This design comes from an exercise in tuning for small area and a short achievable clock period on the open sky130 flow, not from production work. In this exercise RTL edits were held to simulation tests only and were not proved equivalent to the original.

[flow/design.v]
`timescale 1 ns / 1 ns
package SPARQ_PKG;
localparam ARRAY_DIMENSION = 8;
localparam EXP_SIZE = 5;
localparam MANT_SIZE = 10;
localparam BIAS = 15;
localparam FLOAT_SIZE = 1 + EXP_SIZE + MANT_SIZE;
localparam INT_SIZE = 4;
endpackage: SPARQ_PKG
`timescale 1 ns / 1 ns
module FifoBuffer #(
  parameter integer DATA_SIZE = 16,
  parameter integer CYCLES    = 2
) (
  input  logic                 clk,
  input  logic [DATA_SIZE-1:0] in,
  output logic [DATA_SIZE-1:0] out
);
  logic [DATA_SIZE-1:0] data [0:CYCLES-1];
  always @ (posedge clk) begin
    data[0] <= in;
    for (int i = 1; i < CYCLES; i++) data[i] <= data[i-1];
  end
  assign out = data[CYCLES-1];
endmodule
module fmul_dec (
  input  logic [3:0] in_B,
  output logic [5:0] ctl       
);
  logic [3:0] m;
  logic       z1;
  logic [1:0] sh, sel;
  always_comb begin
    m = in_B[3] ? (~in_B + 4'd1) : in_B;
    z1 = 1'b0; sh = 2'd0; sel = 2'd0;
    case (m)
      4'd1: begin sh = 2'd0; sel = 2'd0; end
      4'd2: begin sh = 2'd1; sel = 2'd0; end
      4'd3: begin sh = 2'd1; sel = 2'd1; end
      4'd4: begin sh = 2'd2; sel = 2'd0; end
      4'd5: begin sh = 2'd2; sel = 2'd1; end
      4'd6: begin sh = 2'd2; sel = 2'd2; end
      4'd7: begin sh = 2'd3; sel = 2'd3; end
      4'd8: begin sh = 2'd3; sel = 2'd0; end
      default: z1 = 1'b1;
    endcase
    ctl = {in_B[3], z1, sh, sel};
  end
endmodule
module fmul_prod (
  input  logic [15:0] in_A,
  input  logic [5:0]  ctl,     
  output logic [13:0] prod,
  output logic        sign
);
  logic [10:0] f;
  logic [13:0] op1, op2;
  logic        cin, cout;
  always_comb begin
    f   = {in_A[14:10] != 5'd0, in_A[9:0]};
    op1 = ctl[4] ? 14'd0 : {3'd0, f} << ctl[3:2];
    case (ctl[1:0])
      2'd0: op2 = 14'd0;
      2'd1: op2 = {3'd0, f};
      2'd2: op2 = {2'd0, f, 1'b0};
      default: op2 = ~{3'd0, f};
    endcase
    cin  = ctl[1:0] == 2'd3;
    sign = in_A[15] ^ ctl[5];
  end
  pfx_add #(14) add (.a(op1), .b(op2), .cin(cin), .s(prod), .cout(cout));
endmodule
module fmul_norm (
  input  logic [15:0] in_A,    
  input  logic [13:0] prod,
  input  logic        sign,
  output logic [15:0] out
);
  logic [4:0] e, exp_o;
  logic [1:0] c;
  logic [9:0] mant;
  always_comb begin
    e = {in_A[14:11], in_A[10] | (in_A[14:10] == 5'd0)};
    if (prod[13]) begin
      mant = prod[12:3]; c = 2'd3;
    end else if (prod[12]) begin
      mant = prod[11:2]; c = 2'd2;
    end else if (prod[11]) begin
      mant = prod[10:1]; c = 2'd1;
    end else begin
      mant = prod[9:0];  c = 2'd0;
    end
    exp_o = (prod[13:10] == 4'd0) ? 5'd0 : e + {3'd0, c};
    out = {sign, exp_o, mant};
  end
endmodule
module float_multiplier (
  input  logic [15:0] in_A,
  input  logic [3:0]  in_B,
  output logic [15:0] out
);
  logic [5:0]  ctl;
  logic [13:0] prod;
  logic        sign;
  fmul_dec  md (.in_B(in_B), .ctl(ctl));
  fmul_prod mp (.in_A(in_A), .ctl(ctl), .prod(prod), .sign(sign));
  fmul_norm mn (.in_A(in_A), .prod(prod), .sign(sign), .out(out));
endmodule
module pfx_add #(
  parameter int W = 12
) (
  input  logic [W-1:0] a,
  input  logic [W-1:0] b,
  input  logic         cin,
  output logic [W-1:0] s,
  output logic         cout
);
  localparam int L = $clog2(W + 1);
  logic [W:0] g [0:L];
  logic [W:0] p [0:L];
  always_comb begin
    g[0][0] = cin;
    p[0][0] = 1'b0;
    for (int i = 0; i < W; i++) begin
      g[0][i+1] = a[i] & b[i];
      p[0][i+1] = a[i] ^ b[i];
    end
    for (int l = 0; l < L; l++) begin
      for (int i = 0; i <= W; i++) begin
        if ((i >> l) & 1) begin
          g[l+1][i] = g[l][i] | (p[l][i] & g[l][((i >> l) << l) - 1]);
          p[l+1][i] = p[l][i] & p[l][((i >> l) << l) - 1];
        end
        else begin
          g[l+1][i] = g[l][i];
          p[l+1][i] = p[l][i];
        end
      end
    end
    for (int i = 0; i < W; i++) s[i] = p[0][i+1] ^ g[L][i];
    cout = g[L][W];
  end
endmodule
module fadd_align (
  input  logic [15:0] in_A,
  input  logic [15:0] in_B,
  output logic [10:0] xA,      
  output logic [10:0] xB,      
  output logic        invA,    
  output logic        invB,
  output logic        cin,
  output logic [4:0]  eL,      
  output logic        sL       
);
  logic [4:0]  eA, eB, dAB, dBA, d;
  logic        cAB, cBA;
  logic [10:0] fA, fB, X;
  logic        a_ge, sub, cmp_c, geE, big, swap;
  logic [14:0] cmp_s;
  pfx_add #(15) cmp (.a(in_A[14:0]), .b(~in_B[14:0]), .cin(1'b1), .s(cmp_s), .cout(cmp_c));
  always_comb begin
    eA = {in_A[14:11], in_A[10] | (in_A[14:10] == 5'd0)};
    eB = {in_B[14:11], in_B[10] | (in_B[14:10] == 5'd0)};
  end
  pfx_add #(5) subAB (.a(eA), .b(~eB), .cin(1'b1), .s(dAB), .cout(cAB));
  pfx_add #(5) subBA (.a(eB), .b(~eA), .cin(1'b1), .s(dBA), .cout(cBA));
  always_comb begin
    fA  = {in_A[14:10] != 5'd0, in_A[9:0]};
    fB  = {in_B[14:10] != 5'd0, in_B[9:0]};
    geE = cAB;
    d   = geE ? dAB : dBA;
    big = d[4];
    xA  = geE ? fA : fB;
    X   = geE ? fB : fA;
    xB  = big ? 11'd0 : X >> d[3:0];
    a_ge = cmp_c;
    sub  = in_A[15] ^ in_B[15];
    swap = geE & ~a_ge;
    invA = sub &  swap;
    invB = sub & ~swap;
    cin  = sub;
    eL   = geE ? eA : eB;
    sL   = a_ge ? in_A[15] : in_B[15];
  end
endmodule
module fadd_add (
  input  logic [10:0] xA,
  input  logic [10:0] xB,
  input  logic        invA,
  input  logic        invB,
  input  logic        cin,
  output logic [11:0] sum      
);
  logic [11:0] op1, op2;
  logic        cout;
  always_comb begin
    op1 = invA ? ~{1'b0, xA} : {1'b0, xA};
    op2 = invB ? ~{1'b0, xB} : {1'b0, xB};
  end
  pfx_add #(12) add (.a(op1), .b(op2), .cin(cin), .s(sum), .cout(cout));
endmodule
module fadd_lzc (
  input  logic [11:0] sum,
  input  logic [4:0]  eL,      
  output logic [3:0]  t
);
  logic [11:0] sent, v;
  logic        z2, z1, z0;
  logic [1:0]  l2, l1, l0;
  function automatic logic [1:0] lz4(input logic [3:0] n);
    lz4 = n[3] ? 2'd0 : n[2] ? 2'd1 : n[1] ? 2'd2 : 2'd3;
  endfunction
  always_comb begin
    sent = 12'd0;
    for (int i = 0; i < 12; i++) if (eL == 5'(11 - i)) sent[i] = 1'b1;
    v  = sum | sent;
    z2 = v[11:8] == 4'd0;
    z1 = v[7:4] == 4'd0;
    z0 = v[3:0] == 4'd0;
    l2 = lz4(v[11:8]);
    l1 = lz4(v[7:4]);
    l0 = lz4(v[3:0]);
    t[3]   = z2 && z1;
    t[2]   = z2 && (!z1 || z0);
    t[1:0] = !z2 ? l2 : !z1 ? l1 : !z0 ? l0 : 2'd0;
  end
endmodule
module fadd_shift (
  input  logic [11:0] sum,
  input  logic [4:0]  eL,
  input  logic        sL,
  input  logic [3:0]  t,
  output logic [15:0] out
);
  logic [11:0] x8, x4, x2, x1;
  logic [4:0]  exp_o;
  always_comb begin
    x8 = t[3] ? {sum[3:0], 8'd0} : sum;
    x4 = t[2] ? {x8[7:0], 4'd0} : x8;
    x2 = t[1] ? {x4[9:0], 2'd0} : x4;
    x1 = t[0] ? {x2[10:0], 1'b0} : x2;
    exp_o = x1[11] ? eL + 5'd1 - {1'b0, t} : 5'd0;
    out = {sL, exp_o, x1[10:1]};
  end
endmodule
module float_adder (
  input  logic [15:0] in_A,
  input  logic [15:0] in_B,
  output logic [15:0] out
);
  logic [10:0] xA, xB;
  logic        invA, invB, cin, sL;
  logic [4:0]  eL;
  logic [11:0] sum;
  logic [3:0]  t;
  fadd_align al (.in_A(in_A), .in_B(in_B), .xA(xA), .xB(xB), .invA(invA), .invB(invB), .cin(cin), .eL(eL), .sL(sL));
  fadd_add   ad (.xA(xA), .xB(xB), .invA(invA), .invB(invB), .cin(cin), .sum(sum));
  fadd_lzc   lz (.sum(sum), .eL(eL), .t(t));
  fadd_shift sh (.sum(sum), .eL(eL), .sL(sL), .t(t), .out(out));
endmodule
`timescale 1 ns / 1 ns
module sparq_dot8 (
  input  logic         clk,
  input  logic         rstn,
  input  logic         w_load,
  input  logic [127:0] w_data,
  input  logic         in_valid,
  input  logic [31:0]  in_act,
  input  logic [15:0]  in_acc,
  output logic         out_valid,
  output logic [15:0]  out_data
);
  localparam int N   = 8;
  localparam int LAT = 3*N + 3;    
  logic [15:0] weight [0:N-1];
  always @ (posedge clk) begin
    if (w_load) begin
      for (int i = 0; i < N; i++) weight[i] <= w_data[16*i +: 16];
    end
  end
  logic [LAT-1:0] vld;
  always @ (posedge clk) begin
    if (!rstn) vld <= '0;
    else       vld <= {vld[LAT-2:0], in_valid};
  end
  assign out_valid = vld[LAT-1];
  logic [5:0] ctl [0:N-1];
  genvar k;
  generate
    for (k = 0; k < N; k++) begin : skew
      logic [3:0] a;
      logic [5:0] c;
      if (k == 0) begin : direct
        assign a = in_act[3:0];
      end
      else begin : delayed
        FifoBuffer #(.DATA_SIZE(4), .CYCLES(3*k)) dl (.clk(clk), .in(in_act[4*k +: 4]), .out(a));
      end
      fmul_dec dec (.in_B(a), .ctl(c));
      always @ (posedge clk) ctl[k] <= c;
    end
  endgenerate
  logic [15:0] acc_r;
  always @ (posedge clk) acc_r <= in_acc;
  logic [11:0] sum_r  [1:N];
  logic [4:0]  eL_r   [1:N];
  logic        sL_r   [1:N];
  logic [13:0] prod_r [0:N-1];
  logic        psg_r  [0:N-1];
  logic [15:0] acc_r2;
  logic [13:0] prod0;
  logic        psg0;
  fmul_prod mul0 (.in_A(weight[0]), .ctl(ctl[0]), .prod(prod0), .sign(psg0));
  always @ (posedge clk) begin
    acc_r2    <= acc_r;
    prod_r[0] <= prod0;
    psg_r[0]  <= psg0;
  end
  generate
    for (k = 0; k < N; k++) begin : pe
      logic [15:0] s, p;
      if (k == 0) begin : first
        assign s = acc_r2;
      end
      else begin : chain
        logic [3:0] t;
        fadd_lzc   lz  (.sum(sum_r[k]), .eL(eL_r[k]), .t(t));
        fadd_shift nrm (.sum(sum_r[k]), .eL(eL_r[k]), .sL(sL_r[k]), .t(t), .out(s));
      end
      fmul_norm  mn  (.in_A(weight[k]), .prod(prod_r[k]), .sign(psg_r[k]), .out(p));
      logic [15:0] s_r, p_r;
      always @ (posedge clk) begin
        s_r <= s;
        p_r <= p;
      end
      logic [10:0] xA, xB;
      logic        invA, invB, cin, sL;
      logic [4:0]  eL;
      fadd_align al (.in_A(p_r), .in_B(s_r), .xA(xA), .xB(xB), .invA(invA), .invB(invB),
                     .cin(cin), .eL(eL), .sL(sL));
      logic [10:0] xA_r, xB_r;
      logic        invA_r, invB_r, cin_r, sL_r2;
      logic [4:0]  eL_r2;
      always @ (posedge clk) begin
        xA_r   <= xA;
        xB_r   <= xB;
        invA_r <= invA;
        invB_r <= invB;
        cin_r  <= cin;
        eL_r2  <= eL;
        sL_r2  <= sL;
      end
      logic [11:0] nsum;
      fadd_add ad (.xA(xA_r), .xB(xB_r), .invA(invA_r), .invB(invB_r), .cin(cin_r), .sum(nsum));
      always @ (posedge clk) begin
        sum_r[k+1] <= nsum;
        eL_r[k+1]  <= eL_r2;
        sL_r[k+1]  <= sL_r2;
      end
      if (k < N-1) begin : next
        logic [13:0] prod;
        logic        psg;
        fmul_prod mp (.in_A(weight[k+1]), .ctl(ctl[k+1]), .prod(prod), .sign(psg));
        always @ (posedge clk) begin
          prod_r[k+1] <= prod;
          psg_r[k+1]  <= psg;
        end
      end
    end
  endgenerate
  logic [15:0] res;
  logic [3:0]  t_out;
  fadd_lzc   lz_out  (.sum(sum_r[N]), .eL(eL_r[N]), .t(t_out));
  fadd_shift nrm_out (.sum(sum_r[N]), .eL(eL_r[N]), .sL(sL_r[N]), .t(t_out), .out(res));
  always @ (posedge clk) out_data <= res;
endmodule
[flow/flow/run.sh]
#!/bin/bash
set -euo pipefail
export SETUP_SLACK_MARGIN=7.5
bash standard.sh finish > orfs_make.log 2>&1
[flow/standard.sh]
#!/bin/bash
# synth_recipe.tcl (not shown) runs the flow's synth.tcl, then flattens the netlist and writes it again
# the make line also repeats each setting of config.mk as NAME=value (left out here)
make -C /OpenROAD-flow-scripts/flow DESIGN_CONFIG=/design/flow/config.mk WORK_HOME=/design/flow/orfs CLKGATE_MAP_FILE= SYNTH_SCRIPT=/design/flow/synth_recipe.tcl "${@:-finish}"
[flow/config.mk]
export PLATFORM = sky130hd
export DESIGN_NAME = sparq_dot8
export DESIGN_NICKNAME = sparq_dot8
export VERILOG_FILES = /design/flow/design.v
export SDC_FILE = /design/flow/constraint.sdc
export NUM_CORES = 4
export LEC_CHECK = 0
export ABC_AREA = 1
export CAP_MARGIN = 20
export CORE_MARGIN = 2
export CORE_UTILIZATION = 55
export PLACE_DENSITY = 0.65
export SLEW_MARGIN = 20
[flow/constraint.sdc]
create_clock -name core_clock -period 11.0 [get_ports {clk}]
set_input_delay 2.2000 -clock core_clock [delete_from_list [all_inputs] [get_ports {clk}]]
set_output_delay 2.2000 -clock core_clock [all_outputs]
set_load 0.01 [all_outputs]
==> impl_metrics.csv, run 1 <==
group,metric,value,unit
route,antenna_left,0,
placed_design,io_buffers,196,
cells_and_area,n_antenna_cell,0,
yosys,synth-seq-cells,1355,
floorplan,coreArea,117600,um2
global_routing,grt_antenna_before_repair,1,
placed_design,gp_congestion,0.9141,
floorplan,rows,126,
worst_setup_path,r2r-start,"eL_r[2][0]",
floorplan,io_pins,197,
worst_setup_path,path_cells,"buf_2",
yosys,synth_mux_area_share,0.1542,%
worst_setup_path,crit_type,"flop to output port",
hold_path,hp-class,"flop to flop",
clock_tree,clkTransAtPathRegs,60,ps
route,drc,0,
global_routing,grt_start_max_net_pins,70,
yosys,synth-edff-count,128,
global_routing,overflow,0,
timing,timing.fmax,293.1,MHz
outcome,outcome,"timing/DRC/antenna clean",
worst_setup_path,cp.depth,1,
global_routing,globalRouteTotalUtil,22.85,%
cells_and_area,nFillCells,10440,
yosys,ys_async_sr_fraction,0,%
yosys,syn_nets,8542,
clock_tree,numCtsBuffers,142,
worst_setup_path,crit_buf_inv,1,
timing,fin_crit_sh,31.02,%
route,avgRoutedWirePerCell,14.42,um
timing,timing.final.ws_setup,7588,ps
yosys,ys_seq_area_share,43.75,%
yosys,synth_fa_ha_area_share,11.47,%
timing,slew_viol_final,0,
worst_setup_path,r2r_setup_slack,7840,ps
placed_design,hpwl,107600,um
worst_setup_path,cp.required,8800,ps
yosys,avgSynthCellArea,8.288,um2
clock_tree,cts_tree,"built",
floorplan,chipWidth,347.6,um
route,wirelength,139100,um
cells_and_area,final_common_cell,"nand2_1",
cells_and_area,drive_gt1_share,6.544,%
cells_and_area,final_cell_mix,"nand2_1, dfxtp_1, inv_1",
worst_setup_path,slowest_stage,"dfxtp_1",
worst_setup_path,cp-start-kind,"flop",
timing,finalSetupViolCount,0,
yosys,synthSimpleGateAreaFrac,18.85,%
yosys,syn_area,64920,um2
cells_and_area,fin_nets,8702,
floorplan,die_height,347.6,um
worst_setup_path,crit_family,"flip-flops",
route,drt-initial-drc-count,3477,
placed_design,postPlaceCellArea,67910,um2
yosys,yosys.cell_types.count,65,
timing,rsz0062_at_grt,"no",
global_routing,grt_pass1_vias,46920,
timing,fin_worst_skew,33.80,ps
timing,worst_pin_slew,976.0,ps
cells_and_area,final_area,72860,um2
clock_tree,htreeDepth,4,
yosys,synthCells,7834,
floorplan,design.die.area,120800,um2
worst_setup_path,timing.rr.end,"pe[2].s_r[13]",
timing,hold_slack,295.6,ps
worst_setup_path,critPathMaxFanout,1,
yosys,synth_top_family_by_area,"simple AND/OR/NAND/NOR gates",
worst_setup_path,cpPeakStageDelay,310,ps
route,drt_first_pass_iters,5,
worst_setup_path,arrival,1210,ps
yosys,synth_warnings,48,
worst_setup_path,critPathLaunch,"out_data[2]",
timing,min_period,3412,ps
route,vias,49570,
placed_design,post-place-ws,6997,ps
timing,max_slew_margin,34.43,%
route,via_per_inst,5.137,
clock_tree,cts_sinks,1355,
clock_tree,cts_setup_buffers,0,
worst_setup_path,r2r_cells,16,
floorplan,start_util,55.20,%
clock_tree,cts_buffer_depth,3,
flow_run,drv_cap,0,
timing,finalHoldViolations,0,
timing,fin_tns_setup,0,ps
clock_tree,cts_root_buffer,"clkbuf_16",
clock_tree,holdBufCountCts,0,
global_routing,grt_pass1_wl,229000,um
yosys,ys.flop_type,"dfxtp_1",
yosys,synth_xor_area_share,5.437,%
cells_and_area,syn_to_final_growth,12.23,%
yosys,synth_compound_area_share,12.49,%
worst_setup_path,crit_path_end_kind,"output port",
worst_setup_path,crit_end,"out_data[2]",
clock_tree,clock_latency,780,ps
[cell families (layout without fill, tap and decap cells)]
group / count (synthesis) / in the layout
simple gates: 2847 / 2847
xor+xnor: 403 / 403
compound gates: 1395 / 1395
buf+inv: 1296 / 1576
mux: 10 / 10
flops: 1355 / 1355
fa+ha+maj: 528 / 528
[cell type report]
type | instances | area (um2) | share of cell area, %
clock inverter | 70 | 950.9 | 1.305
tap | 1536 | 1922 | 2.638
clock buffer | 194 | 4064 | 5.577
sequential | 1355 | 28410 | 38.99
timing repair buffer | 197 | 1886 | 2.588
multi-input combinational | 5183 | 31450 | 43.16
inverter | 1115 | 4188 | 5.747
[what timing repair did]
action	in CTS	in global routing
cloned	0	0
setup endpoints to repair	17	32
pin swaps	0	0
gates resized for setup	68	7
[stage by stage]
step / util, % / cells
after global placement: 57.74 / 9386
after global routing: 61.95 / 9650
after CTS: 61.93 / 9650
final: 61.95 / 9650
after detailed placement: 57.74 / 9386
after floorplan: - / 7834
[metal layers]
layer,vias up,part of all wire (%),wire [um],track usage (%)
met5,-,0,0,0
met4,0,2.0,2832,6.326
met3,178,3.9,5452,3.062
met2,970,47,65160,38.98
met1,22620,47,65700,30.37
li1,25800,-,-,-
[sequential cells by signal, indices dropped and copies added, names as in the netlist]
| signal | flops |
|---|---|
| pe.cin_r | 8 |
| pe.eL_r2 | 40 |
| skew.delayed.dl.data | 336 |
| sum_r | 96 |
| pe.s_r | 128 |
| weight | 128 |
| pe.invA_r | 8 |
| out_data | 16 |
| eL_r | 40 |
| pe.invB_r | 8 |
| pe.xA_r | 88 |
| pe.p_r | 128 |
| ctl | 48 |
| prod_r | 112 |
| pe.sL_r2 | 8 |
| vld | 27 |
| psg_r | 8 |
| acc_r | 16 |
| acc_r2 | 16 |
| pe.xB_r | 88 |
| sL_r | 8 |
[cell usage after synthesis, types with 10 or more instances]
| cell | instances | area [um2] |
|---|---|---|
| buf_4 | 15 | 112.6 |
| o21ai_1 | 136 | 680.7 |
| edfxtp_1 | 128 | 3844 |
| nand3_2 | 12 | 120.1 |
| ha_1 | 416 | 5205 |
| clkinv_1 | 11 | 41.29 |
| fa_1 | 112 | 2242 |
| nand2_2 | 46 | 287.8 |
| o21ai_2 | 16 | 140.1 |
| nor2_1 | 457 | 1715 |
| o221ai_1 | 55 | 481.7 |
| mux2i_1 | 10 | 100.1 |
| dfxtp_1 | 1227 | 24560 |
| a21o_1 | 16 | 120.1 |
| nor3_1 | 38 | 190.2 |
| buf_1 | 19 | 71.32 |
| or2_2 | 19 | 118.9 |
| nand2_4 | 12 | 135.1 |
| o211ai_1 | 93 | 698.2 |
| o22ai_1 | 85 | 531.8 |
| nor2_2 | 38 | 237.7 |
| o21bai_1 | 24 | 180.2 |
| a21oi_1 | 277 | 1386 |
| xnor2_1 | 140 | 1226 |
| a31oi_1 | 25 | 156.4 |
| nor4_1 | 14 | 87.58 |
| nand3b_1 | 22 | 165.2 |
| clkbuf_1 | 97 | 364.1 |
| buf_2 | 33 | 165.2 |
| inv_1 | 1031 | 3870 |
| nand3_1 | 517 | 2587 |
| nand2_1 | 1611 | 6047 |
| buf_6 | 16 | 180.2 |
| o21ai_0 | 591 | 2958 |
| xor2_1 | 263 | 2303 |
| nand4_1 | 24 | 150.1 |
| nor2_4 | 20 | 225.2 |
| inv_2 | 72 | 270.3 |
[how the worst min path moves through the flow]
stage / from / to / slack (ps) / cells after the start
floorplan: acc_r[0] / acc_r2[0] / 310 / 0
global placement: skew[6].delayed.dl.data[9][2] / skew[6].delayed.dl.data[10][2] / 310 / 0
CTS: pe[2].eL_r2[0] / eL_r[3][0] / 290 / 0
global route: skew[5].delayed.dl.data[3][1] / skew[5].delayed.dl.data[4][1] / 310 / 0
finish: pe[2].eL_r2[0] / eL_r[3][0] / 300 / 0
detailed placement: pe[2].eL_r2[2] / eL_r[3][2] / 310 / 0
==> inputs of run 2 (changes only) <==
--- a/flow/design.v
+++ b/flow/design.v
@@ -271,7 +271,7 @@
   output logic [15:0]  out_data
 );
   localparam int N   = 8;
-  localparam int LAT = 3*N + 3;    
+  localparam int LAT = 3*N + 2;    
   logic [15:0] weight [0:N-1];
   always @ (posedge clk) begin
     if (w_load) begin
@@ -294,7 +294,7 @@
         assign a = in_act[3:0];
       end
       else begin : delayed
-        FifoBuffer #(.DATA_SIZE(4), .CYCLES(3*k)) dl (.clk(clk), .in(in_act[4*k +: 4]), .out(a));
+        FifoBuffer #(.DATA_SIZE(4), .CYCLES(3*k-1)) dl (.clk(clk), .in(in_act[4*k +: 4]), .out(a));
       end
       fmul_dec dec (.in_B(a), .ctl(c));
       always @ (posedge clk) ctl[k] <= c;
@@ -305,29 +305,24 @@
   logic [11:0] sum_r  [1:N];
   logic [4:0]  eL_r   [1:N];
   logic        sL_r   [1:N];
-  logic [13:0] prod_r [0:N-1];
-  logic        psg_r  [0:N-1];
-  logic [15:0] acc_r2;
-  logic [13:0] prod0;
-  logic        psg0;
-  fmul_prod mul0 (.in_A(weight[0]), .ctl(ctl[0]), .prod(prod0), .sign(psg0));
-  always @ (posedge clk) begin
-    acc_r2    <= acc_r;
-    prod_r[0] <= prod0;
-    psg_r[0]  <= psg0;
-  end
+  logic [13:0] prod_r [1:N-1];
+  logic        psg_r  [1:N-1];
   generate
     for (k = 0; k < N; k++) begin : pe
       logic [15:0] s, p;
       if (k == 0) begin : first
-        assign s = acc_r2;
+        logic [13:0] prod0;
+        logic        psg0;
+        assign s = acc_r;
+        fmul_prod mp (.in_A(weight[0]), .ctl(ctl[0]), .prod(prod0), .sign(psg0));
+        fmul_norm mn (.in_A(weight[0]), .prod(prod0), .sign(psg0), .out(p));
       end
       else begin : chain
         logic [3:0] t;
         fadd_lzc   lz  (.sum(sum_r[k]), .eL(eL_r[k]), .t(t));
         fadd_shift nrm (.sum(sum_r[k]), .eL(eL_r[k]), .sL(sL_r[k]), .t(t), .out(s));
+        fmul_norm  mn  (.in_A(weight[k]), .prod(prod_r[k]), .sign(psg_r[k]), .out(p));
       end
-      fmul_norm  mn  (.in_A(weight[k]), .prod(prod_r[k]), .sign(psg_r[k]), .out(p));
       logic [15:0] s_r, p_r;
       always @ (posedge clk) begin
         s_r <= s;
@@ -339,19 +334,18 @@
       fadd_align al (.in_A(p_r), .in_B(s_r), .xA(xA), .xB(xB), .invA(invA), .invB(invB),
                      .cin(cin), .eL(eL), .sL(sL));
       logic [10:0] xA_r, xB_r;
-      logic        invA_r, invB_r, cin_r, sL_r2;
+      logic        invA_r, invB_r, sL_r2;
       logic [4:0]  eL_r2;
       always @ (posedge clk) begin
         xA_r   <= xA;
         xB_r   <= xB;
         invA_r <= invA;
         invB_r <= invB;
-        cin_r  <= cin;
         eL_r2  <= eL;
         sL_r2  <= sL;
       end
       logic [11:0] nsum;
-      fadd_add ad (.xA(xA_r), .xB(xB_r), .invA(invA_r), .invB(invB_r), .cin(cin_r), .sum(nsum));
+      fadd_add ad (.xA(xA_r), .xB(xB_r), .invA(invA_r), .invB(invB_r), .cin(invA_r | invB_r), .sum(nsum));
       always @ (posedge clk) begin
         sum_r[k+1] <= nsum;
         eL_r[k+1]  <= eL_r2;
--- a/flow/config.mk
+++ b/flow/config.mk
@@ -9,5 +9,7 @@
 export CAP_MARGIN = 20
 export CORE_MARGIN = 2
 export CORE_UTILIZATION = 55
+export CTS_CLUSTER_DIAMETER = 100
+export CTS_CLUSTER_SIZE = 25
 export PLACE_DENSITY = 0.65
 export SLEW_MARGIN = 20
==> run 2 against run 1 <==
Largest cell class unchanged. Still clean. Synthesized cell count down 1.3%. Highest routed layer unchanged. Worst setup slack worse by 21 ps. Register-to-register slack worse by 220 ps. Utilization down 2.2 points. Non-clock buffer count up 21. First-iteration DRC count down 25%. Cell count down 2.8%.
==> impl_metrics.csv, run 2 <==
group,metric,value,unit
outcome,outcome,"timing/DRC/antenna clean",
yosys,yosys.cell_types.count,59,
clock_tree,cts_tree,"built",
yosys,ys_seq_area_share,42.92,%
worst_setup_path,path_cells,"clkdlybuf4s15_2",
yosys,synth_compound_area_share,12.08,%
hold_path,hp-class,"flop to flop",
placed_design,post-place-ws,6932,ps
cells_and_area,final_cell_mix,"nand2_1, dfxtp_1, inv_1",
timing,timing.fmax,291.3,MHz
cells_and_area,fin_nets,8539,
clock_tree,numCtsBuffers,60,
yosys,yosysMostFrequentCell,"nand2_1",
yosys,yosysTopAreaCellShare,36.82,%
global_routing,grt_antenna_before_repair,2,
cells_and_area,top_register,"skew.delayed.dl.data",
clock_tree,clock_latency,700,ps
floorplan,rows,124,
yosys,synth_mux_area_share,0.1747,%
worst_setup_path,critPathMaxFanout,1,
cells_and_area,largest_reg_flops,308,
worst_setup_path,cp-start-kind,"flop",
floorplan,io_pins,197,
yosys,synth_warnings,48,
timing,slew_viol_final,0,
global_routing,met1_usage,30.28,%
cells_and_area,syn_to_final_growth,8.069,%
yosys,syn_nets,8450,
timing,rsz0062_at_grt,"no",
worst_setup_path,crit_buf_inv,1,
route,drt_first_pass_iters,6,
yosys,synth_fa_ha_area_share,11.98,%
route,drc,0,
yosys,ys_async_sr_fraction,0,%
clock_tree,cts_root_buffer,"clkbuf_16",
hold_path,min_to,"pe[5].s_r[15]",
floorplan,design.die.area,117300,um2
floorplan,coreArea,114000,um2
clock_tree,clkTransAtPathRegs,90,ps
worst_setup_path,r2r_cells,18,
global_routing,globalRouteTotalUtil,21.85,%
clock_tree,cts_buffer_depth,3,
timing,fin_tns_setup,0,ps
yosys,synth-seq-cells,1287,
worst_setup_path,r2r_setup_slack,7620,ps
global_routing,grt.busiest_layer,"met2",
floorplan,die_height,342.5,um
worst_setup_path,cpPeakStageDelay,330,ps
global_routing,global_route.usage.met2,36.84,%
placed_design,hpwl,103100,um
route,vias,47480,
route,wirelength,129900,um
route,via_per_inst,5.063,
yosys,synth_common_cells,"nand2_1, dfxtp_1, inv_1",
floorplan,chipWidth,342.5,um
hold_path,worstHoldStart,"sL_r[5]",
yosys,syn_area,63020,um2
timing,min_period,3433,ps
worst_setup_path,crit_type,"flop to output port",
timing,fin_worst_skew,20.48,ps
timing,worst_pin_slew,967.8,ps
yosys,synth_xor_area_share,5.698,%
worst_setup_path,r2r-start,"weight[0][1]",
worst_setup_path,crit_path_end_kind,"output port",
worst_setup_path,timing.rr.end,"pe[0].p_r[14]",
placed_design,gp_congestion,0.9275,
global_routing,met3_usage,2.253,%
floorplan,start_util,55.26,%
global_routing,overflow,0,
route,avgRoutedWirePerCell,13.85,um
placed_design,dp.cells,9255,
timing,finalSetupViolCount,0,
cells_and_area,drive_gt1_share,4.209,%
timing,timing.final.ws_setup,7567,ps
global_routing,grt_pass1_vias,44150,
flow_run,drv_cap,0,
yosys,netlist_top_cells_area,"dfxtp_1, nand2_1, ha_1",
worst_setup_path,cp.required,8800,ps
yosys,synthCells,7734,
worst_setup_path,crit_family,"flip-flops",
timing,fin_crit_sh,31.21,%
yosys,synthSimpleGateAreaFrac,19.33,%
placed_design,io_buffers,196,
cells_and_area,final_common_cell,"nand2_1",
yosys,ys.flop_type,"dfxtp_1",
cells_and_area,instances_no_fill,9378,
yosys,synth_top_family_by_area,"simple AND/OR/NAND/NOR gates",
global_routing,grt_start_max_net_pins,70,
route,antenna_left,0,
clock_tree,cts_sinks,1287,
yosys,synth_top_area_cell,"dfxtp_1",
worst_setup_path,arrival,1230,ps
hold_path,hold_depth,0,
route,drt-initial-drc-count,2616,
timing,max_slew_margin,35.48,%
worst_setup_path,slowest_stage,"dfxtp_1",
yosys,avgSynthCellArea,8.148,um2
global_routing,grt_pass1_wl,214400,um
timing,finalHoldViolations,0,
clock_tree,htreeDepth,2,
yosys,synth-edff-count,128,
## run 2: changes by cell type in the layout (fill, tap and decap cells not counted), sizes merged, moves of 33 or more
| cell | previous run | this run |
|---|---|---|
| clkbuf | 194 | 92 |
| clkinv | 47 | 14 |
| dfxtp | 1227 | 1159 |
| inv | 1118 | 1052 |
| o21ai | 747 | 711 |
| xnor2 | 140 | 81 |
| xor2 | 263 | 329 |
## run 2: stage by stage
stage               hold slack [ps]  instance area [um2]  util (%)
detailed placement            312.1                65940     57.83
global placement              309.5                65940     57.83
CTS                           308.4                67860     59.51
floorplan                     309.6                63020         -
finish                        320.4                68100     59.72
global route                  314.5                68100     59.72
## run 2: layer usage
metal	part of all wire (%)	vias to the layer above
met3	3.7	144
met4	1.9	0
met5	0	-
met1	48	21280
met2	46	862
li1	-	25200
## run 2: final cells by class
| cell class | instances | area, um2 |
|---|---|---|
| well taps | 1512 | 1892 |
| inverters | 1057 | 3980 |
| diodes | 2 | 5.005 |
| repair buffers | 218 | 2103 |
| clock buffers | 88 | 1658 |
| flip-flops and latches | 1287 | 27060 |
| multi-input cells | 5199 | 31180 |
| fillers | 10360 | 45930 |
| clock inverters | 15 | 225.2 |
## run 2: cells by family after synthesis
family,Yosys count
buffers and inverters,1248
adders and majority gates,536
muxes,11
DFF,1287
xor gates and xnor gates,410
AOI/OAI and AO/OA,1337
and+or+nand+nor,2905
## run 2: timing repair
action | 4_1_cts | 5_1_grt
hold buffers | 0 | 0
pin swaps | 1 | 12
endpoints found under the setup margin | 30 | 69
hold endpoints to repair | 0 | 0
resized for setup | 57 | 45
buffers inserted | 1 | 17
## run 2: worst max-delay path by stage
| stage | startpoint | end | slack (ps) | cells past startpoint |
|---|---|---|---|---|
| global placement | w_load | weight[7][2] | 6970 | 2 |
| global route | weight[0][1] | pe[0].p_r[14] | 7280 | 18 |
| finish | out_data[1] | out_data[1] | 7570 | 1 |
| CTS | ctl[0][0] | pe[0].p_r[14] | 7490 | 18 |
| floorplan | weight[0][11] | pe[0].p_r[14] | 7620 | 17 |
| detailed placement | w_load | weight[7][2] | 6930 | 2 |
==> inputs of run 3 (changes only) <==
==> flow/flow/run.sh (replaced) <==
#!/bin/bash
set -euo pipefail
export SETUP_SLACK_MARGIN=7.7
bash standard.sh finish > orfs_make.log 2>&1
--- a/flow/config.mk
+++ b/flow/config.mk
@@ -9,7 +9,7 @@
 export CAP_MARGIN = 20
 export CORE_MARGIN = 2
 export CORE_UTILIZATION = 55
-export CTS_CLUSTER_DIAMETER = 100
-export CTS_CLUSTER_SIZE = 25
+export CTS_CLUSTER_DIAMETER = 80
+export CTS_CLUSTER_SIZE = 30
 export PLACE_DENSITY = 0.65
 export SLEW_MARGIN = 20
==> run 3 against run 2 <==
Sequential share of layout area is 0.15 points lower. Fmax increased by 2.6%. First-iteration DRC count up 6.4%. Utilization increased by 0.24 points. Synthesized area unchanged. Clock-buffer cell count fell by 10. Clock skew down 2.0 ps. Via count up 0.76%. Critical endpoint is now out_valid. Highest routed layer unchanged.
==> impl_metrics.csv, run 3 <==
group,metric,value,unit
outcome,outcome,"timing/DRC/antenna clean",
timing,fin_tns_setup,0,ps
clock_tree,cts_buffer_depth,3,
global_routing,globalRouteTotalUtil,21.83,%
floorplan,design.die.area,117300,um2
cells_and_area,multi_input_area,31320,um2
cells_and_area,utilization,59.96,%
clock_tree,cts_sinks,1287,
yosys,netlist_top_cells_area,"dfxtp_1, nand2_1, ha_1",
yosys,synth_warnings,48,
cells_and_area,final_cell_mix,"nand2_1, dfxtp_1, inv_1",
yosys,syn_area,63020,um2
yosys,synth_xor_area_share,5.698,%
floorplan,die_height,342.5,um
cells_and_area,drive_gt1_share,4.738,%
yosys,avgSynthCellArea,8.148,um2
global_routing,grt_pass1_wl,215100,um
floorplan,coreArea,114000,um2
global_routing,overflow,0,
placed_design,io_buffers,196,
yosys,synth_common_cells,"nand2_1, dfxtp_1, inv_1",
flow_run,drv_cap,0,
clock_tree,cts_tree,"built",
timing,worst_pin_slew,801.2,ps
yosys,yosysMostFrequentCell,"nand2_1",
global_routing,grt.busiest_layer,"met2",
clock_tree,numCtsBuffers,59,
cells_and_area,nFillCells,10330,
yosys,synth_fa_ha_area_share,11.98,%
global_routing,global_route.usage.met2,37.55,%
yosys,yosys.cell_types.count,59,
route,wirelength,129900,um
worst_setup_path,slowest_stage,"dfxtp_2",
route,vias,47840,
yosys,ys_seq_area_share,42.92,%
placed_design,dp.cells,9256,
timing,rsz0062_at_grt,"yes",
floorplan,rows,124,
worst_setup_path,crit_type,"flop to output port",
worst_setup_path,cpPeakStageDelay,340,ps
worst_setup_path,crit_path_end_kind,"output port",
route,antenna_left,0,
worst_setup_path,path_cells,"buf_6",
cells_and_area,top_register,"skew.delayed.dl.data",
timing,slew_viol_final,0,
yosys,synth-edff-count,128,
yosys,synth-seq-cells,1287,
yosys,ys_async_sr_fraction,0,%
cells_and_area,final_area,68380,um2
worst_setup_path,cp-start-kind,"flop",
global_routing,grt_antenna_before_repair,2,
timing,finalHoldViolations,0,
worst_setup_path,arrival,1150,ps
worst_setup_path,crit_buf_inv,1,
global_routing,grt_start_max_net_pins,80,
clock_tree,clkTransAtPathRegs,110,ps
global_routing,met3_usage,2.397,%
yosys,synthCells,7734,
yosys,yosysTopAreaCellShare,36.82,%
route,drc,0,
clock_tree,htreeDepth,2,
timing,fin_crit_sh,30.41,%
route,avgRoutedWirePerCell,13.83,um
floorplan,start_util,55.26,%
timing,min_period,3345,ps
yosys,synthSimpleGateAreaFrac,19.33,%
clock_tree,holdBufCountCts,0,
timing,max_slew_margin,46.59,%
hold_path,hp-class,"flop to flop",
route,via_per_inst,5.097,
placed_design,postPlaceCellArea,65960,um2
worst_setup_path,cp.required,8800,ps
clock_tree,clock_latency,700,ps
yosys,ys.flop_type,"dfxtp_1",
floorplan,io_pins,197,
floorplan,chipWidth,342.5,um
cells_and_area,final_common_cell,"nand2_1",
timing,finalSetupViolCount,0,
cells_and_area,largest_reg_flops,308,
placed_design,gp_congestion,0.9240,
cells_and_area,fin_nets,8541,
cells_and_area,instances_no_fill,9387,
clock_tree,cts_root_buffer,"clkbuf_16",
yosys,syn_nets,8450,
placed_design,hpwl,102700,um
yosys,synth_mux_area_share,0.1747,%
worst_setup_path,critPathMaxFanout,1,
yosys,synth_top_area_cell,"dfxtp_1",
global_routing,met1_usage,29.68,%
yosys,synth_compound_area_share,12.08,%
timing,fin_worst_skew,18.46,ps
timing,timing.fmax,298.9,MHz
worst_setup_path,crit_family,"flip-flops",
yosys,synth_top_family_by_area,"simple AND/OR/NAND/NOR gates",
global_routing,grt_pass1_vias,44610,
cells_and_area,syn_to_final_growth,8.510,%
cells_and_area,seq_area,27060,um2
route,drt_first_pass_iters,7,
route,drt-initial-drc-count,2784,
## run 3: cell counts after synthesis
No cell type changed its count.
## run 3: cells by family (layout without fill, tap and decap cells)
family / count (synthesis) / in the layout
xor gates and xnor gates: 410 / 410
adders and majority gates: 536 / 536
AOI/OAI and AO/OA: 1337 / 1337
buffers and inverters: 1248 / 1385
other: 0 / 2
muxes: 11 / 11
and+or+nand+nor: 2905 / 2907
DFF: 1287 / 1287
## run 3: final cells by class
class                   instances  area share, %
clock buffers                  78          2.340
clock inverters                31         0.6239
inverters                    1057          5.819
multi-input cells            5201          45.80
diodes                          2       0.007319
well taps                    1512          2.767
repair buffers                219          3.061
flip-flops and latches       1287          39.58
## run 3: routing by layer
metal  wire length, um  vias to the layer above
li1                  -                    25270
met1             62270                    21650
met2             60450                      793
met3              4853                      134
met4              2281                        0
met5                 0                        -
## run 3: per-stage QoR
step                      hold slack (ps)  setup WS, ps
after floorplan                     309.6          7713
after global placement              309.5          6992
after detailed placement            312.1          6957
after CTS                           318.8          7582
after global routing                317.0          7590
final                               320.9          7655
## run 3: timing repair
action                                  4_1_cts  5_1_grt
setup buffers                                 9        9
endpoints found under the setup margin       40      145
pin swaps                                     5       11
cloned                                        0        2
resized for setup                            98       68
## run 3: final timing paths
path,startpoint,to,slack (ps),depth (start not counted)
max reg2reg,weight[0][0],pe[0].p_r[14],7880,17
min reg2reg,skew[7].delayed.dl.data[0][1],skew[7].delayed.dl.data[1][1],320,0
max,vld[25],out_valid,7650,1
min,skew[7].delayed.dl.data[0][1],skew[7].delayed.dl.data[1][1],320,0
==> inputs of run 4 (changes only) <==
==> flow/flow/run.sh (replaced) <==
#!/bin/bash
set -euo pipefail
export SETUP_SLACK_MARGIN=7.5
bash standard.sh finish > orfs_make.log 2>&1
==> run 4 against run 3 <==
Global-route usage is essentially flat. Synthesized cell count stayed put. Worst hold slack got worse by 6.1 ps. Cell count barely moved. Utilization decreased by 0.067 points. Synthesized area did not move. Via count is 0.51% lower. Register-to-register slack got worse by 250 ps. Clock skew increased by 8.0 ps. Die area unchanged. Critical path type unchanged. Critical endpoint is now out_data[11]. Largest cell class unchanged.
==> impl_metrics.csv, run 4 <==
group,metric,value,unit
clock_tree,cts_buffer_depth,3,
yosys,syn_nets,8450,
yosys,synth_xor_area_share,5.698,%
cells_and_area,final_common_cell,"nand2_1",
clock_tree,numCtsBuffers,59,
placed_design,hpwl,103100,um
cells_and_area,fin_nets,8544,
yosys,ys.flop_type,"dfxtp_1",
floorplan,start_util,55.26,%
worst_setup_path,slowest_stage,"dfxtp_1",
route,drt-initial-drc-count,2759,
worst_setup_path,crit_buf_inv,1,
yosys,synth_common_cells,"nand2_1, dfxtp_1, inv_1",
worst_setup_path,cpPeakStageDelay,320,ps
global_routing,overflow,0,
global_routing,globalRouteTotalUtil,21.80,%
worst_setup_path,cp-start-kind,"flop",
timing,timing.fmax,291.9,MHz
placed_design,gp_congestion,0.9275,
timing,max_slew_margin,35.95,%
worst_setup_path,crit_path_end_kind,"output port",
route,vias,47600,
global_routing,grt_pass1_wl,214100,um
timing,min_period,3426,ps
cells_and_area,utilization,59.90,%
timing,finalHoldViolations,0,
worst_setup_path,crit_type,"flop to output port",
yosys,syn_area,63020,um2
floorplan,chipWidth,342.5,um
timing,rsz0062_at_grt,"yes",
clock_tree,cts_root_buffer,"clkbuf_16",
clock_tree,cts_sinks,1287,
yosys,yosys.cell_types.count,59,
timing,fin_tns_setup,0,ps
timing,finalSetupViolCount,0,
yosys,synthCells,7734,
yosys,synth_fa_ha_area_share,11.98,%
route,avgRoutedWirePerCell,13.83,um
cells_and_area,syn_to_final_growth,8.389,%
cells_and_area,final_cell_mix,"nand2_1, dfxtp_1, inv_1",
yosys,synth_mux_area_share,0.1747,%
route,drt_first_pass_iters,6,
yosys,synth-edff-count,128,
yosys,netlist_top_cells_area,"dfxtp_1, nand2_1, ha_1",
clock_tree,cts_tree,"built",
cells_and_area,nFillCells,10350,
timing,fin_worst_skew,26.46,ps
floorplan,die_height,342.5,um
floorplan,rows,124,
timing,fin_crit_sh,31.14,%
yosys,ys_seq_area_share,42.92,%
worst_setup_path,critPathMaxFanout,1,
global_routing,grt_antenna_before_repair,2,
yosys,synth_compound_area_share,12.08,%
timing,slew_viol_final,0,
worst_setup_path,path_cells,"clkdlybuf4s15_1",
cells_and_area,top_register,"skew.delayed.dl.data",
yosys,synth_top_family_by_area,"simple AND/OR/NAND/NOR gates",
yosys,ys_async_sr_fraction,0,%
cells_and_area,largest_reg_flops,308,
global_routing,grt_pass1_vias,44080,
worst_setup_path,arrival,1230,ps
floorplan,coreArea,114000,um2
placed_design,postPlaceCellArea,65940,um2
floorplan,design.die.area,117300,um2
timing,worst_pin_slew,960.7,ps
yosys,synth_warnings,48,
route,drc,0,
clock_tree,clock_latency,720,ps
route,antenna_left,0,
worst_setup_path,cp.required,8800,ps
placed_design,io_buffers,196,
timing,hold_slack,314.8,ps
yosys,avgSynthCellArea,8.148,um2
yosys,synth-seq-cells,1287,
outcome,outcome,"timing/DRC/antenna clean",
global_routing,grt_start_max_net_pins,70,
yosys,yosysMostFrequentCell,"nand2_1",
route,via_per_inst,5.070,
cells_and_area,drive_gt1_share,4.444,%
floorplan,io_pins,197,
hold_path,hp-class,"flop to flop",
clock_tree,clkTransAtPathRegs,110,ps
flow_run,drv_cap,0,
route,wirelength,129900,um
worst_setup_path,crit_family,"flip-flops",
yosys,synthSimpleGateAreaFrac,19.33,%
cells_and_area,final_area,68300,um2
yosys,synth_top_area_cell,"dfxtp_1",
clock_tree,htreeDepth,2,
yosys,yosysTopAreaCellShare,36.82,%
## run 4: cell families after synthesis
kind of cell | Yosys count
compound gates | 1337
flops | 1287
buf+inv | 1248
simple gates | 2905
fa+ha+maj | 536
xor+xnor | 410
mux | 11
## run 4: final timing paths
path / from / to / slack (ps) / depth (start not counted)
hold / removal: skew[5].delayed.dl.data[6][3] / skew[5].delayed.dl.data[7][3] / 310 / 0
setup reg to reg: ctl[0][0] / pe[0].p_r[14] / 7630 / 18
hold reg to reg: skew[5].delayed.dl.data[6][3] / skew[5].delayed.dl.data[7][3] / 310 / 0
setup / recovery: out_data[11] / out_data[11] / 7570 / 1
## run 4: routing by layer
metal / part of all wire (%) / global-route usage, %
met2: 46 / 36.64
met5: 0 / 0
met1: 48 / 30.21
met4: 2.0 / 4.907
met3: 3.7 / 2.341
## run 4: layout make-up
| cell class | instances | area [um2] | share of cell area [%] |
|---|---|---|---|
| clock buffers | 78 | 1589 | 2.326 |
| inverters | 1057 | 3980 | 5.827 |
| repair buffers | 224 | 2143 | 3.138 |
| multi-input cells | 5199 | 31170 | 45.63 |
| diodes | 2 | 5.005 | 0.007327 |
| clock inverters | 30 | 469.2 | 0.6869 |
| flip-flops and latches | 1287 | 27060 | 39.61 |
| well taps | 1512 | 1892 | 2.770 |
## run 4: what timing repair did
action	4_1_cts	5_1_grt
endpoints found under the setup margin	30	69
resized for setup	64	37
hold buffers	0	0
setup buffers	0	24
pin swaps	1	12
## run 4: per-stage QoR
stage               std cells  worst slack [ps]
floorplan                7734              7622
global placement         9255              6971
detailed placement       9255              6932
CTS                      9363              7458
global route             9389              7378
finish                   9389              7574
## run 4: worst reg2reg max path, stage by stage, from the launching register on
cell	delay, ps
dfxtp_4	400
clkinvlp_4	150
o21ai_0	190
o21ai_0	110
inv_1	70
ha_1	230
or2_0	210
and2_1	200
nand2_1	120
o211ai_4	110
nand2_1	100
nand3b_1	150
nand2_4	140
o21ai_0	120
ha_1	250
fa_1	400
nand3_1	100
xor2_1	150
nor2_1	60
==> inputs of run 5 (changes only) <==
==> flow/flow/run.sh (replaced) <==
#!/bin/bash
set -euo pipefail
export SETUP_SLACK_MARGIN=7.8
export BUFFER_PORTS_ARGS="-buffer_cell sky130_fd_sc_hd__buf_2"
bash standard.sh finish > orfs_make.log 2>&1
==> run 5 against run 4 <==
Still clean. Wire length grew 1.6%. Fmax grew 2.0%. Critical path depth is the same. Synthesized area is the same. Design area shrank 0.41%. Sequential cell count is the same. Utilization shrank 0.24 points. Sequential share of layout area grew 0.18 points. Die area is the same. Worst hold slack gained 5.1 ps. Critical endpoint is now out_data[12].
==> impl_metrics.csv, run 5 <==
group,metric,value,unit
worst_setup_path,crit_family,"flip-flops",
clock_tree,clkTransAtPathRegs,100,ps
clock_tree,clock_latency,730,ps
yosys,synth_warnings,48,
timing,max_slew_margin,36.85,%
clock_tree,cts_tree,"built",
timing,slew_viol_final,0,
global_routing,globalRouteTotalUtil,21.87,%
cells_and_area,top_register,"skew.delayed.dl.data",
route,drc,0,
worst_setup_path,path_cells,"buf_6",
route,avgRoutedWirePerCell,14.02,um
floorplan,coreArea,114000,um2
yosys,synth_top_area_cell,"dfxtp_1",
timing,worst_pin_slew,947.2,ps
floorplan,chipWidth,342.5,um
timing,fin_crit_sh,30.53,%
route,drt_first_pass_iters,9,
yosys,ys_async_sr_fraction,0,%
route,via_per_inst,5.129,
worst_setup_path,critPathMaxFanout,1,
clock_tree,htreeDepth,2,
floorplan,die_height,342.5,um
floorplan,rows,124,
cells_and_area,drive_gt1_share,7.763,%
clock_tree,numCtsBuffers,60,
cells_and_area,syn_to_final_growth,7.948,%
clock_tree,cts_buffer_depth,3,
hold_path,hp-class,"flop to flop",
yosys,synth-edff-count,128,
worst_setup_path,crit_buf_inv,1,
timing,timing.fmax,297.7,MHz
clock_tree,cts_sinks,1287,
route,vias,48270,
cells_and_area,final_common_cell,"nand2_1",
cells_and_area,largest_reg_flops,308,
floorplan,start_util,55.26,%
yosys,synth_common_cells,"nand2_1, dfxtp_1, inv_1",
yosys,yosys.cell_types.count,59,
global_routing,grt_pass1_wl,214800,um
timing,fin_tns_setup,0,ps
yosys,ys_seq_area_share,42.92,%
route,wirelength,131900,um
timing,fin_worst_skew,30.71,ps
yosys,yosysTopAreaCellShare,36.82,%
global_routing,grt_antenna_before_repair,4,
cells_and_area,fin_nets,8564,
yosys,synthCells,7734,
global_routing,grt_start_max_net_pins,66,
yosys,syn_nets,8450,
worst_setup_path,cpPeakStageDelay,330,ps
clock_tree,cts_root_buffer,"clkbuf_16",
timing,finalSetupViolCount,0,
worst_setup_path,cp-start-kind,"flop",
yosys,syn_area,63020,um2
worst_setup_path,arrival,1160,ps
yosys,ys.flop_type,"dfxtp_1",
yosys,yosysMostFrequentCell,"nand2_1",
timing,min_period,3359,ps
route,drt-initial-drc-count,2942,
worst_setup_path,slowest_stage,"dfxtp_2",
cells_and_area,final_cell_mix,"nand2_1, dfxtp_1, inv_1",
floorplan,design.die.area,117300,um2
flow_run,drv_cap,0,
global_routing,grt_pass1_vias,44520,
cells_and_area,nFillCells,10270,
clock_tree,holdBufCountCts,0,
worst_setup_path,crit_path_end_kind,"output port",
timing,finalHoldViolations,0,
placed_design,gp_congestion,0.9132,
global_routing,overflow,0,
route,antenna_left,0,
yosys,avgSynthCellArea,8.148,um2
outcome,outcome,"timing/DRC/antenna clean",
placed_design,io_buffers,196,
yosys,netlist_top_cells_area,"dfxtp_1, nand2_1, ha_1",
worst_setup_path,crit_type,"flop to output port",
floorplan,io_pins,197,
yosys,synth-seq-cells,1287,
worst_setup_path,cp.required,8800,ps
placed_design,hpwl,102100,um
timing,rsz0062_at_grt,"yes",
==> run 5: cell counts after synthesis <==
No cell type changed its count.
==> run 5: cell type report <==
cell class	instances	area, um2	share of cell area (%)
Timing Repair Buffer	236	1350	1.985
Antenna cell	3	7.507	0.01104
Sequential cell	1287	27070	39.79
Inverter	1057	4000	5.880
Clock inverter	35	505.5	0.7431
Multi-Input combinational cell	5206	31620	46.49
Tap cell	1512	1892	2.781
Clock buffer	75	1579	2.321
==> run 5: final timing paths <==
| path | end | slack [ps] | from | depth (start not counted) |
|---|---|---|---|---|
| max reg2reg | pe[0].p_r[14] | 7840 | weight[0][10] | 16 |
| min | eL_r[3][1] | 320 | pe[2].eL_r2[1] | 0 |
| max | out_data[12] | 7640 | out_data[12] | 1 |
| min reg2reg | eL_r[3][1] | 320 | pe[2].eL_r2[1] | 0 |
==> run 5: stage by stage <==
step                hold slack (ps)  std cells  worst slack, ps  util [%]  instance area [um2]
floorplan                     309.6       7734             7812         -                63040
CTS                           320.3       9374             7570     58.98                67260
global placement              309.5       9255             6953     56.98                64980
finish                        319.9       9411             7641     59.65                68030
global route                  315.9       9411             7587     59.65                68030
detailed placement            312.1       9255             6914     56.98                64980
==> run 5: repair_timing <==
item	in CTS	in global routing
pin swaps	6	40
gates cloned	0	7
endpoints found under the hold margin	0	0
buffers inserted	9	27
resized for setup	40	126
setup endpoints to repair	136	125
==> run 5: worst register-to-register path: stages (launching register included) <==
cell      delay (ps)
edfxtp_1         410
nor3_2           240
nand2_2          120
o21ai_2          170
o22ai_1          100
ha_1             350
a21oi_2          190
o21ai_4          110
a21oi_4          200
nand3_2          120
nand2_4          140
o21ai_2           70
ha_2             180
fa_2             350
nand3_1           90
xor2_1           150
nor2_1            60
==> run 5: routing by layer <==
metal	GRT usage, %	routed length, um	up-vias
li1	-	-	25310
met1	30.22	62960	21790
met2	36.68	60570	988
met3	1.870	5186	184
met4	6.104	3224	0
met5	0	0	-
==> run 5: logic make-up after synthesis <==
logic type / share of synthesized area (%)
compound gates: 12.08
fa+ha+maj: 11.98
flops: 42.92
simple gates: 19.33
xor+xnor: 5.698
buf+inv: 7.831
mux: 0.1747
==> inputs of run 6 (changes only) <==
==> flow/flow/run.sh (replaced) <==
#!/bin/bash
set -euo pipefail
export SETUP_SLACK_MARGIN=7.8
export BUFFER_PORTS_ARGS="-buffer_cell sky130_fd_sc_hd__buf_1"
bash standard.sh finish > orfs_make.log 2>&1
--- a/flow/config.mk
+++ b/flow/config.mk
@@ -13,3 +13,4 @@
 export CTS_CLUSTER_SIZE = 30
 export PLACE_DENSITY = 0.65
 export SLEW_MARGIN = 20
+export TNS_END_PERCENT = 30
==> run 6 against run 5 <==
Synthesized area is the same. Clock skew is 0.88 ps lower. Fmax up 1.4%. Sequential share of layout area rose by 0.068 points. Global-route usage is 0.17 points higher. Non-clock buffer count down 1. Critical path depth did not move. Critical endpoint is now out_data[6].
==> impl_metrics.csv, run 6 <==
group,metric,value,unit
global_routing,met3_usage,2.558,%
timing,timing.fmax,301.9,MHz
clock_tree,numCtsBuffers,66,
timing,finalHoldViolations,0,
cells_and_area,drive_gt1_share,5.606,%
route,avgRoutedWirePerCell,13.95,um
global_routing,met1_usage,29.95,%
yosys,yosysTopAreaCellShare,36.82,%
floorplan,rows,124,
global_routing,grt_start_max_net_pins,57,
route,vias,48010,
cells_and_area,final_cell_mix,"nand2_1, dfxtp_1, inv_1",
timing,fin_crit_sh,30.11,%
worst_setup_path,cp.required,8800,ps
yosys,ys_async_sr_fraction,0,%
floorplan,io_pins,197,
yosys,yosys.cell_types.count,59,
yosys,synth-edff-count,128,
route,wirelength,131300,um
yosys,synth_warnings,48,
global_routing,global_route.usage.met2,37.30,%
yosys,avgSynthCellArea,8.148,um2
worst_setup_path,crit_type,"flop to output port",
global_routing,globalRouteTotalUtil,22.04,%
flow_run,drv_cap,0,
timing,min_period,3312,ps
cells_and_area,syn_to_final_growth,7.733,%
hold_path,hp-class,"flop to flop",
floorplan,design.die.area,117300,um2
clock_tree,cts_root_buffer,"clkbuf_16",
global_routing,grt_pass1_wl,215600,um
floorplan,start_util,55.26,%
worst_setup_path,cp-start-kind,"flop",
placed_design,gp_congestion,0.9085,
worst_setup_path,crit_family,"flip-flops",
cells_and_area,fin_nets,8565,
worst_setup_path,arrival,1110,ps
yosys,ys_seq_area_share,42.92,%
yosys,ys.flop_type,"dfxtp_1",
global_routing,grt_antenna_before_repair,3,
worst_setup_path,critPathMaxFanout,1,
clock_tree,cts_sinks,1287,
placed_design,io_buffers,196,
floorplan,chipWidth,342.5,um
route,via_per_inst,5.098,
clock_tree,htreeDepth,3,
placed_design,hpwl,102600,um
worst_setup_path,slowest_stage,"dfxtp_1",
route,antenna_left,0,
yosys,synth-seq-cells,1287,
yosys,synthCells,7734,
global_routing,grt.busiest_layer,"met2",
yosys,yosysMostFrequentCell,"nand2_1",
route,drt-initial-drc-count,3105,
worst_setup_path,crit_path_end_kind,"output port",
cells_and_area,final_common_cell,"nand2_1",
global_routing,overflow,0,
yosys,syn_area,63020,um2
timing,slew_viol_final,0,
yosys,synth_common_cells,"nand2_1, dfxtp_1, inv_1",
worst_setup_path,crit_buf_inv,1,
clock_tree,clkTransAtPathRegs,100,ps
cells_and_area,top_register,"skew.delayed.dl.data",
clock_tree,cts_tree,"built",
worst_setup_path,cpPeakStageDelay,310,ps
route,drt_first_pass_iters,6,
floorplan,coreArea,114000,um2
route,drc,0,
timing,worst_pin_slew,985.5,ps
floorplan,die_height,342.5,um
timing,rsz0062_at_grt,"yes",
yosys,synth_top_area_cell,"dfxtp_1",
yosys,syn_nets,8450,
worst_setup_path,path_cells,"buf_1",
timing,finalSetupViolCount,0,
timing,max_slew_margin,34.30,%
clock_tree,clock_latency,680,ps
yosys,netlist_top_cells_area,"dfxtp_1, nand2_1, ha_1",
outcome,outcome,"timing/DRC/antenna clean",
timing,fin_tns_setup,0,ps
timing,fin_worst_skew,29.83,ps
global_routing,grt_pass1_vias,44840,
cells_and_area,largest_reg_flops,308,
clock_tree,cts_buffer_depth,3,
-- run 6: stage by stage --
step	cells	hold WS, ps	setup WS (ps)	util (%)	cell area, um2
2_1_floorplan	7734	309.6	7812	-	63040
3_5_place_dp	9257	312.1	6460	56.78	64750
3_3_place_gp	9257	309.5	6503	56.78	64750
5_1_grt	9416	319.8	7626	59.53	67890
4_1_cts	9383	319.9	7582	58.90	67160
6_report	9417	313.6	7688	59.54	67890
-- run 6: worst paths after layout --
kind | cells past startpoint | start | endpoint | slack (ps)
worst max-delay path | 1 | out_data[6] | out_data[6] | 7690
worst min-delay path | 0 | skew[3].delayed.dl.data[5][0] | skew[3].delayed.dl.data[6][0] | 310
worst max register to register | 16 | eL_r[3][1] | pe[3].s_r[13] | 7900
worst min register to register | 0 | skew[3].delayed.dl.data[5][0] | skew[3].delayed.dl.data[6][0] | 310
-- run 6: kinds of logic after synthesis --
group                    Yosys count  share of synthesized area, %
AND/OR/NAND/NOR                 2905                         19.33
XOR/XNOR                         410                         5.698
adder cells (fa/ha/maj)          536                         11.98
flip-flops                      1287                         42.92
buffers and inverters           1248                         7.831
AO/OA/AOI/OAI                   1337                         12.08
multiplexers                      11                        0.1747
-- run 6: metal layers --
metal	up-vias	part of all wire (%)
li1	25310	-
met1	21690	48
met2	836	46
met3	171	3.5
met4	0	2.3
met5	-	0
-- run 6: cell type report --
class | count | area [um2]
Clock buffer | 79 | 1732
Clock inverter | 42 | 559.3
Timing Repair Buffer | 235 | 1089
Antenna cell | 3 | 7.507
Inverter | 1057 | 3985
Tap cell | 1512 | 1892
Multi-Input combinational cell | 5202 | 31570
Sequential cell | 1287 | 27060
Fill cell | 10340 | 46140
-- run 6: timing repair --
| item | in CTS | in global routing |
|---|---|---|
| pin swaps | 5 | 38 |
| setup endpoints to repair | 117 | 136 |
| hold buffers | 0 | 0 |
| buffers inserted | 5 | 28 |
| cloned | 0 | 3 |
| resized for setup | 29 | 152 |

-- what the ideal ports hide --
The flow's constraints put no driver on any port. The routed layouts listed below were extracted and timed again, unchanged, in two steps.
Step 1 (the two cells are an assumption about what drives the block):
set clk [get_ports {clk}]
set_driving_cell -lib_cell sky130_fd_sc_hd__clkbuf_16 $clk
set_driving_cell -lib_cell sky130_fd_sc_hd__buf_2 [delete_from_list [all_inputs] $clk]
Step 2 moves the port delays by t, midway between the first and last clock arrival at a register: inputs arrive t later, outputs are due t later. That takes back most of the time a late clock gives input paths.
Three values: ideal, step 1, step 2; two values: the first two.
run | t, ns | slack for setup (ns) | worst data-port slew with drivers (ns) | pins driven straight from the clock port
run 1 | 0.831 | 7.588 / 7.518 / 7.024 | 0.08 | 1
run 2 | 0.772 | 7.567 / 7.485 / 6.986 | 0.10 | 1
run 3 | 0.762 | 7.655 / 7.580 / 7.167 | 0.11 | 1
run 4 | 0.774 | 7.574 / 7.502 / 6.966 | 0.10 | 1
run 5 | 0.790 | 7.641 / 7.564 / 7.172 | 0.09 | 1
run 6 | 0.742 | 7.688 / 7.610 / 7.172 | 0.10 | 1
After both steps every run listed still meets setup and hold. The setup slack of run 4, which loses most, moves by -0.072 ns with the drivers and by -0.608 ns with both steps.
